What follows belongs to an exercise in optimizing a design on an open flow for small area; a production flow would make more cautious choices.
In this exercise RTL edits were held to simulation tests only and were not proved equivalent to the original.
No activity file was given, so power comes from the tool's default toggle rates.

// ahb_lite_matrix
module ahb_lite_matrix(
    input             HCLK,
    input             HRESETn,
    input [31:0]      M0_HADDR,
    input [2:0]       M0_HBURST,
    input             M0_HMASTLOCK,
    input [3:0]       M0_HPROT,
    input [2:0]       M0_HSIZE,
    input [1:0]       M0_HTRANS,
    input [31:0]      M0_HWDATA,
    input             M0_HWRITE,
    output            M0_HREADY,
    output reg        M0_HRESP,
    input [1:0]       M0_Pri,
    input [31:0]      M1_HADDR,
    input [2:0]       M1_HBURST,
    input             M1_HMASTLOCK,
    input [3:0]       M1_HPROT,
    input [2:0]       M1_HSIZE,
    input [1:0]       M1_HTRANS,
    input [31:0]      M1_HWDATA,
    input             M1_HWRITE,
    output            M1_HREADY,
    output reg        M1_HRESP,
    input [1:0]       M1_Pri,
    input [31:0]      M2_HADDR,
    input [2:0]       M2_HBURST,
    input             M2_HMASTLOCK,
    input [3:0]       M2_HPROT,
    input [2:0]       M2_HSIZE,
    input [1:0]       M2_HTRANS,
    input [31:0]      M2_HWDATA,
    input             M2_HWRITE,
    output            M2_HREADY,
    output reg        M2_HRESP,
    input [1:0]       M2_Pri,
    input [31:0]      M3_HADDR,
    input [2:0]       M3_HBURST,
    input             M3_HMASTLOCK,
    input [3:0]       M3_HPROT,
    input [2:0]       M3_HSIZE,
    input [1:0]       M3_HTRANS,
    input [31:0]      M3_HWDATA,
    input             M3_HWRITE,
    output            M3_HREADY,
    output reg        M3_HRESP,
    input [1:0]       M3_Pri,
    output  [31:0] HADDR,
    output  [2:0]  HBURST,
    output         HMASTLOCK,
    output  [3:0]  HPROT,
    output  [2:0]  HSIZE,
    output  [1:0]  HTRANS,
    output  [31:0] HWDATA,
    output         HWRITE,
    output           s0_HSEL,
    output           s1_HSEL,
    output           s2_HSEL,
    output           s3_HSEL,
    output           s4_HSEL,
    output           s5_HSEL,
    output           s6_HSEL,
    input [31:0]     s0_HRDATA,
    input            s0_HREADYOUT,
    input            s0_HRESP,
    output           s0_HREADY,
    input [31:0]     s1_HRDATA,
    input            s1_HREADYOUT,
    input            s1_HRESP,
    output           s1_HREADY,
    input [31:0]     s2_HRDATA,
    input            s2_HREADYOUT,
    input            s2_HRESP,
    output           s2_HREADY,
    input [31:0]     s3_HRDATA,
    input            s3_HREADYOUT,
    input            s3_HRESP,
    output           s3_HREADY,
    input [31:0]     s4_HRDATA,
    input            s4_HREADYOUT,
    input            s4_HRESP,
    output           s4_HREADY,
    input [31:0]     s5_HRDATA,
    input            s5_HREADYOUT,
    input            s5_HRESP,
    output           s5_HREADY,
    input [31:0]     s6_HRDATA,
    input            s6_HREADYOUT,
    input            s6_HRESP,
    output           s6_HREADY,
    output [31:0] HRDATA
);
Size: about 9 flip-flops, ~690 I/O pins.
export LEC_CHECK = 0
export ABC_AREA = 1
export CAP_MARGIN = 20
export CORE_AREA = 5 5 245 245
export CTS_BUF_LIST = sky130_fd_sc_hd__clkbuf_1 sky130_fd_sc_hd__clkbuf_2
export DIE_AREA = 0 0 250 250
export SLEW_MARGIN = 20
create_clock -name core_clock -period 7.0 [get_ports {HCLK}]
standard.sh (not shown) runs the stock make flow with config.mk's settings and CLKGATE_MAP_FILE= SYNTH_SCRIPT=/design/flow/synth_recipe.tcl, a recipe that flattens the netlist after the stock synthesis.
==> flow/flow/run.sh <==
#!/bin/bash
# Standard ORFS layout with two changes:
#  - synthesis is the standard synthesis script, except that Yosys's abc
#    call uses flow/area.abc (area-oriented mapping) instead of ORFS's script;
#    registers are mapped before abc, so they are the same as the standard's;
#  - the port buffers are the smallest buffer cell (sky130_fd_sc_hd__buf_1).
set -euo pipefail
W=$(pwd)
{
  head -n 1 synth_recipe.tcl
  cat <<'EOT'
proc abc {args} {
  set i [lsearch -exact $args -script]
  if {$i >= 0} {
    set args [lreplace $args [expr {$i + 1}] [expr {$i + 1}] $::env(OWN_ABC_SCRIPT)]
  }
  yosys abc {*}$args
}
EOT
  tail -n +2 synth_recipe.tcl
} > own_synth.tcl
export OWN_ABC_SCRIPT="$W/flow/area.abc"
bash standard.sh "SYNTH_SCRIPT=$W/own_synth.tcl" \
  "BUFFER_PORTS_ARGS=-buffer_cell sky130_fd_sc_hd__buf_1" finish > standard_flow.log 2>&1
==> flow/flow/area.abc <==
strash
&get -n
&st
&dch
&nf -a
&st
&dch
&nf -a
&put
topo
The baseline went through all stages and came out clean.
Change:
==> flow/run.sh (new file) <==
#!/bin/bash
# synth_recipe.tcl (not shown) runs the flow's synth.tcl, then flattens the netlist and writes it again
# the make line also repeats each setting of config.mk as NAME=value (left out here)
make -C /OpenROAD-flow-scripts/flow DESIGN_CONFIG=/design/flow/config.mk WORK_HOME=/design/flow/orfs CLKGATE_MAP_FILE= SYNTH_SCRIPT=/design/flow/synth_recipe.tcl finish
- CTS_BUF_LIST: sky130_fd_sc_hd__clkbuf_1 sky130_fd_sc_hd__clkbuf_2 -> sky130_fd_sc_hd__clkbuf_2 sky130_fd_sc_hd__clkbuf_4
removed: flow/flow/run.sh
removed: flow/flow/area.abc
removed: flow/standard.sh
Outcome:
- The changed run went through all stages and came out clean
- worst hold slack gains 0.0088 ns
- synthesized area grows by a quarter to a third
- die area does not change
- via count grows by a few percent
- combinational power grows by well over a third
- routed wire length grows by a quarter to a third
- cell count grows by a little under a tenth
- fmax shrinks by a few percent
- synthesized cell count grows by well over a third
- global-route usage grows by 3.6 points
Change:
==> flow/flow/run.sh (new file) <==
#!/bin/bash
# Standard ORFS layout with two changes:
#  - synthesis is the standard synthesis script, except that Yosys's abc
#    call uses flow/area.abc (area-oriented mapping) instead of ORFS's script;
#    registers are mapped before abc, so they are the same as the standard's;
#  - the port buffers are the smallest buffer cell (sky130_fd_sc_hd__buf_1).
set -euo pipefail
W=$(pwd)
{
  head -n 1 synth_recipe.tcl
  cat <<'EOT'
proc abc {args} {
  set i [lsearch -exact $args -script]
  if {$i >= 0} {
    set args [lreplace $args [expr {$i + 1}] [expr {$i + 1}] $::env(OWN_ABC_SCRIPT)]
  }
  yosys abc {*}$args
}
EOT
  tail -n +2 synth_recipe.tcl
} > own_synth.tcl
export OWN_ABC_SCRIPT="$W/flow/area.abc"
bash standard.sh "SYNTH_SCRIPT=$W/own_synth.tcl" \
  "BUFFER_PORTS_ARGS=-buffer_cell sky130_fd_sc_hd__buf_1" finish > standard_flow.log 2>&1
==> flow/flow/area.abc (new file) <==
strash
&get -n
&st
&dc2
&dch
&nf -a -p -C 32 -F 8 -A 8
&st
&dch
&nf -a -p -C 32 -F 8 -A 8
&put
topo
==> flow/standard.sh (new file) <==
#!/bin/bash
# synth_recipe.tcl (not shown) runs the flow's synth.tcl, then flattens the netlist and writes it again
# the make line also repeats each setting of config.mk as NAME=value (left out here)
make -C /OpenROAD-flow-scripts/flow DESIGN_CONFIG=/design/flow/config.mk WORK_HOME=/design/flow/orfs CLKGATE_MAP_FILE= SYNTH_SCRIPT=/design/flow/synth_recipe.tcl "${@:-finish}"
- CTS_BUF_LIST: sky130_fd_sc_hd__clkbuf_2 sky130_fd_sc_hd__clkbuf_4 -> sky130_fd_sc_hd__clkbuf_4
- PLACE_DENSITY: default -> 0.95
removed: flow/run.sh
Result: The new run completed with no timing, DRC or antenna violations; maximum frequency drops by about 4%; cell count drops by about 8%; worst setup slack is worse by 0.26 ns; sequential power climbs by about 10%; sequential cell count stays the same; non-clock buffer count climbs by 1.

========
Setup of old:
Starting RTL as in the previous note.
Design ahb_lite_matrix, start of the top module:
module ahb_lite_matrix(
    input             HCLK,
    input             HRESETn,
    input [31:0]      M0_HADDR,
    input [2:0]       M0_HBURST,
    input             M0_HMASTLOCK,
    input [3:0]       M0_HPROT,
    input [2:0]       M0_HSIZE,
    input [1:0]       M0_HTRANS,
    input [31:0]      M0_HWDATA,
    input             M0_HWRITE,
    output            M0_HREADY,
    output reg        M0_HRESP,
    input [1:0]       M0_Pri,
    input [31:0]      M1_HADDR,
    input [2:0]       M1_HBURST,
    input             M1_HMASTLOCK,
    input [3:0]       M1_HPROT,
    input [2:0]       M1_HSIZE,
    input [1:0]       M1_HTRANS,
    input [31:0]      M1_HWDATA,
    input             M1_HWRITE,
    output            M1_HREADY,
    output reg        M1_HRESP,
    input [1:0]       M1_Pri,
    input [31:0]      M2_HADDR,
    input [2:0]       M2_HBURST,
    input             M2_HMASTLOCK,
    input [3:0]       M2_HPROT,
    input [2:0]       M2_HSIZE,
    input [1:0]       M2_HTRANS,
    input [31:0]      M2_HWDATA,
    input             M2_HWRITE,
    output            M2_HREADY,
    output reg        M2_HRESP,
    input [1:0]       M2_Pri,
    input [31:0]      M3_HADDR,
  ...
export LEC_CHECK = 0
export ABC_AREA = 1
export CAP_MARGIN = 20
export CELL_PAD_IN_SITES_DETAIL_PLACEMENT = 1
export CORE_AREA = 5 5 245 245
export CTS_BUF_LIST = sky130_fd_sc_hd__clkbuf_4
export DIE_AREA = 0 0 250 250
export SLEW_MARGIN = 20
create_clock -name core_clock -period 7.0 [get_ports {HCLK}]
==> flow/flow/run.sh <==
#!/bin/bash
# Standard ORFS layout with two changes:
#  - synthesis is the standard synthesis script, except that Yosys's abc
#    call uses flow/area.abc (area-oriented mapping) instead of ORFS's script;
#    registers are mapped before abc, so they are the same as the standard's;
#  - the port buffers are the smallest buffer cell (sky130_fd_sc_hd__buf_1).
set -euo pipefail
W=$(pwd)
{
  head -n 1 synth_recipe.tcl
  cat <<'EOT'
proc abc {args} {
  set i [lsearch -exact $args -script]
  if {$i >= 0} {
    set args [lreplace $args [expr {$i + 1}] [expr {$i + 1}] $::env(OWN_ABC_SCRIPT)]
  }
  yosys abc {*}$args
}
EOT
  tail -n +2 synth_recipe.tcl
} > own_synth.tcl
export OWN_ABC_SCRIPT="$W/flow/area.abc"
bash standard.sh "SYNTH_SCRIPT=$W/own_synth.tcl" \
  "BUFFER_PORTS_ARGS=-buffer_cell sky130_fd_sc_hd__buf_1" RECOVER_POWER=100 finish > standard_flow.log 2>&1
==> flow/flow/area.abc <==
strash
&get -n
&st
&dch
&nf -a
&st
&dch
&nf -a
&put
topo
[flow] old | stages: complete | final checks: fail | reason: max-capacitance violations, max-slew violations
Relative to old, the following input files were edited for new:
- clearing CELL_PAD_IN_SITES_DETAIL_PLACEMENT, which used to be 1
- clearing CTS_BUF_LIST, which used to be sky130_fd_sc_hd__clkbuf_4
==> flow/flow/run.sh <==
#!/bin/bash
# Standard ORFS layout, with the port buffers made of the smallest buffer
# cell (sky130_fd_sc_hd__buf_1) instead of the resizer's default choice.
set -euo pipefail
bash standard.sh "BUFFER_PORTS_ARGS=-buffer_cell sky130_fd_sc_hd__buf_1" finish > standard_flow.log 2>&1
removed: flow/flow/area.abc
new: PASS, flow complete, no timing, DRC or antenna violations. Higher critical path depth was reported by new, not old. new vs old — first-pass GRT wire length climbed by a few percent. For the share of final-layout standard cells stronger than drive strength 1, new came in 2.2 points higher than old did. Looking at termination of the worst setup path, the HADDR[17] result is from old; the HTRANS[0] one comes from new. On final wirelength: between old and new, it ends up lower for old.

[static timing again, ports no longer ideal]
The flow's constraints put no driver on any port. The routed layouts listed below were extracted and timed again, unchanged, in two steps. Step 1: set_driving_cell puts a clkbuf_16 on HCLK and a buf_2 on each other input, an assumption about the parent block. Step 2, shift: input delay + t, output delay - t, t = (earliest + latest rising clock arrival at the registers) / 2. This alone moves slack from input paths to output paths. Slacks: no drivers / after step 1 / after step 2; pairs: no drivers / after step 1.
run	t (ns)	setup slack, ns	worst setup path after step 2	clock arrival spread, ns	pins driven straight from the clock port
the first run of note 1	0.345	1.080 / 1.057 / 1.057	input to output	0.003 / 0.003	1
the second run of note 1	0.325	0.887 / 0.747 / 0.747	input to output	0.030 / 0.031	1
the third run of note 1	0.318	0.625 / 0.593 / 0.593	input to output	0.003 / 0.002	1
old	0.346	0.974 / 0.950 / 0.950	input to output	0.002 / 0.002	1
new	0.289	1.527 / 1.457 / 1.457	input to output	0.014 / 0.014	1
For the second run of note 1, which loses most, drivers alone change the setup slack by -0.140 ns; drivers and shift together by -0.140 ns.
